This is an optimization exercise on Yosys and OpenROAD, whose aim is small area, not a production implementation.
The RTL was checked by simulation tests, not by an equivalence proof against the original design.
No driver is modelled on the clock port, so clock power and skew are understated where the tree is cut down; a real chip needs a root buffer or a tree.

Setup of the previous run:
Design fir4c_fig11_42, start of the top module:
module fir4c_fig11_42 #(parameter w=16)(
  input                clk,
                       reset,
  input        [w-1:0] a,
  output logic [w+1:0] s);
For scale: roughly 310 cells after synthesis, about 36 I/O pins, roughly 0.0033 sq mm of cells after synthesis.
Settings: LEC_CHECK=0, CAP_MARGIN=20, CORE_MARGIN=2, CORE_UTILIZATION=60, PLACE_DENSITY=0.7, SLEW_MARGIN=20, SYNTH_HIERARCHICAL=1; clock period 3.2 ns.
standard.sh (not shown) runs the stock make flow with config.mk's settings and CLKGATE_MAP_FILE= SYNTH_SCRIPT=/design/flow/synth_recipe.tcl, a recipe that flattens the netlist after the stock synthesis.
==> flow/flow/run.sh <==
#!/bin/bash
# Standard ORFS layout with buf_1 port buffers and a hand-built clock tree
# (flow/cts_hook.tcl) in place of TritonCTS.
set -euo pipefail
here=$(pwd)
export BUFFER_PORTS_ARGS="-buffer_cell sky130_fd_sc_hd__buf_1"
export PRE_CTS_TCL=$here/flow/cts_hook.tcl
export CLK_ROOT_BUF=sky130_fd_sc_hd__clkbuf_4
export CLK_LEAF_BUF=sky130_fd_sc_hd__clkbuf_8
export CLK_NLEAF=4
export CLK_SKEW_CHAIN="sky130_fd_sc_hd__clkdlybuf4s50_1"
export CLK_S_LEAF_BUF=sky130_fd_sc_hd__clkbuf_8
export CLK_S_NLEAF=2
bash standard.sh > flow_make.log 2>&1
==> flow/flow/cts_hook.tcl <==
# Sourced before CTS. Replaces TritonCTS with a small hand-built clock tree.
# A root buffer on the clock port drives CLK_NLEAF leaf buffers, one per
# cluster of delay-line registers (clustered by place), and a chain of
# CLK_SKEW_CHAIN buffers that ends in one leaf buffer for the output-sum
# registers s[*]. The chain's delay gives the adder between the delay line
# and s more time; the s -> output paths have slack to spare.
rename clock_tree_synthesis my_tritoncts

proc my_center {iterms} {
  set sx 0.0; set sy 0.0
  foreach it $iterms {
    set b [[$it getInst] getBBox]
    set sx [expr {$sx + ([$b xMin] + [$b xMax]) / 2.0}]
    set sy [expr {$sy + ([$b yMin] + [$b yMax]) / 2.0}]
  }
  set n [llength $iterms]
  return [list [expr {$sx / $n}] [expr {$sy / $n}]]
}

proc my_xy {it} {
  set b [[$it getInst] getBBox]
  return [list [expr {([$b xMin] + [$b xMax]) / 2.0}] [expr {([$b yMin] + [$b yMax]) / 2.0}]]
}

# k-means on sink positions; returns a list of k lists of iterms
proc my_cluster {iterms k} {
  set pts {}
  foreach it $iterms { lappend pts [my_xy $it] }
  set n [llength $iterms]
  set sorted [lsort -real -index 0 [lmap p $pts i [lsearch -all $pts *] {list [lindex $p 0] $i}]]
  set cent {}
  for {set c 0} {$c < $k} {incr c} {
    set i [lindex $sorted [expr {int(($c + 0.5) * $n / $k)}] 1]
    lappend cent [lindex $pts $i]
  }
  set cap [expr {($n + $k - 1) / $k}]
  for {set iter 0} {$iter < 30} {incr iter} {
    # balanced assignment: nearest free cluster first, at most cap sinks each
    set pairs {}
    set i 0
    foreach p $pts {
      for {set c 0} {$c < $k} {incr c} {
        lappend pairs [list [expr {abs([lindex $p 0] - [lindex $cent $c 0]) + abs([lindex $p 1] - [lindex $cent $c 1])}] $i $c]
      }
      incr i
    }
    set asg [lrepeat $n -1]
    set used [lrepeat $k 0]
    foreach pr [lsort -real -index 0 $pairs] {
      lassign $pr d i c
      if {[lindex $asg $i] >= 0 || [lindex $used $c] >= $cap} continue
      lset asg $i $c
      lset used $c [expr {[lindex $used $c] + 1}]
    }
    set new {}
    for {set c 0} {$c < $k} {incr c} {
      set sx 0.0; set sy 0.0; set m 0
      foreach p $pts a $asg { if {$a == $c} { set sx [expr {$sx + [lindex $p 0]}]; set sy [expr {$sy + [lindex $p 1]}]; incr m } }
      if {$m > 0} { lappend new [list [expr {$sx / $m}] [expr {$sy / $m}]] } else { lappend new [lindex $cent $c] }
    }
    set cent $new
  }
  set groups {}
  for {set c 0} {$c < $k} {incr c} {
    set g {}
    foreach it $iterms a $asg { if {$a == $c} { lappend g $it } }
    if {[llength $g]} { lappend groups $g }
  }
  return $groups
}

proc my_buf {master name in_net loc} {
  set db [ord::get_db]
  set block [ord::get_db_block]
  set inst [odb::dbInst_create $block [$db findMaster $master] $name]
  set out [odb::dbNet_create $block ${name}_net]
  $out setSigType CLOCK
  [$inst findITerm A] connect $in_net
  [$inst findITerm X] connect $out
  $inst setLocation [expr {int([lindex $loc 0])}] [expr {int([lindex $loc 1])}]
  $inst setPlacementStatus PLACED
  return $out
}

proc clock_tree_synthesis {args} {
  set block [ord::get_db_block]
  set clk [$block findNet clk]
  set rs {}
  set ss {}
  foreach it [$clk getITerms] {
    if {[regexp {^s\\?\[} [[$it getInst] getName]]} { lappend ss $it } else { lappend rs $it }
  }
  set groups [my_cluster $rs $::env(CLK_NLEAF)]
  puts "clock tree: [llength $rs] delay-line sinks in [llength $groups] clusters, [llength $ss] skewed sinks"
  set all [concat $rs $ss]
  foreach it $all { $it disconnect }
  set root_net [my_buf $::env(CLK_ROOT_BUF) clkroot $clk [my_center $all]]
  set i 0
  foreach g $groups {
    set n [my_buf $::env(CLK_LEAF_BUF) clkleaf$i $root_net [my_center $g]]
    foreach it $g { $it connect $n }
    incr i
  }
  set n $root_net
  set sc [my_center $ss]
  set j 0
  foreach m $::env(CLK_SKEW_CHAIN) {
    set n [my_buf $m clkskew$j $n $sc]
    incr j
  }
  set i 0
  foreach g [my_cluster $ss $::env(CLK_S_NLEAF)] {
    set m [my_buf $::env(CLK_S_LEAF_BUF) clksleaf$i $n [my_center $g]]
    foreach it $g { $it connect $m }
    incr i
  }
  set_propagated_clock [all_clocks]
}
Input-level comparison between the current run and the previous run:
--- a/flow/flow/run.sh
+++ b/flow/flow/run.sh
@@ -7,6 +7,6 @@
 export PRE_CTS_TCL=$here/flow/cts_hook.tcl
 export CLK_ROOT_BUF=sky130_fd_sc_hd__clkbuf_4
-export CLK_LEAF_BUF=sky130_fd_sc_hd__clkbuf_8
-export CLK_NLEAF=4
+export CLK_LEAF_BUF=sky130_fd_sc_hd__clkbuf_16
+export CLK_NLEAF=2
 export CLK_SKEW_CHAIN="sky130_fd_sc_hd__clkdlybuf4s50_1"
 export CLK_S_LEAF_BUF=sky130_fd_sc_hd__clkbuf_8
Results
- Result: PASS for each of the current run and the previous run
- Of the current run and the previous run, the run reporting the lower final clock period utilization by the worst path was the previous run.
- Between the previous run and the current run, the fraction of area in multi-input gates does not differ in any meaningful way.
- Critical path depth: the previous run vs the current run identical
- Sort the current run and the previous run by proportion of layout cells with a drive suffix above 1, descending, and the previous run comes first.
In every run of this note, the design's own scripts or RTL, not TritonCTS, make the clock network.

==> separate check: timing with driven ports <==
No port has a modelled driver above. Below, the same layouts with a new extraction and two added sets of constraints.
Step 1: set_driving_cell puts a clkbuf_16 on clk and a buf_2 on each other input, an assumption about the parent block.
Step 2, shift: input delay + t, output delay - t, t = (earliest + latest rising clock arrival at the registers) / 2. This alone moves slack from input paths to output paths.
a / b / c = ideal / step 1 / step 2; a / b = the first two.
run	shift t [ns]	slack for setup (ns)	worst hold slack (ns)	latest minus earliest clock arrival (ns)	worst data-port slew with drivers (ns)
the previous run	0.652	0.316 / 0.316 / 0.001	0.043 / 0.043 / 0.043	0.540 / 0.540	0.03
the current run	0.642	0.292 / 0.292 / 0.007	0.072 / 0.072 / 0.072	0.523 / 0.524	0.03
Clock arrivals are far apart in the previous run and the current run, so t is only a midpoint there and step 2 fits no single register. The setup slack of the previous run, which loses most, moves by 0.000 ns with the drivers and by -0.315 ns with both steps.
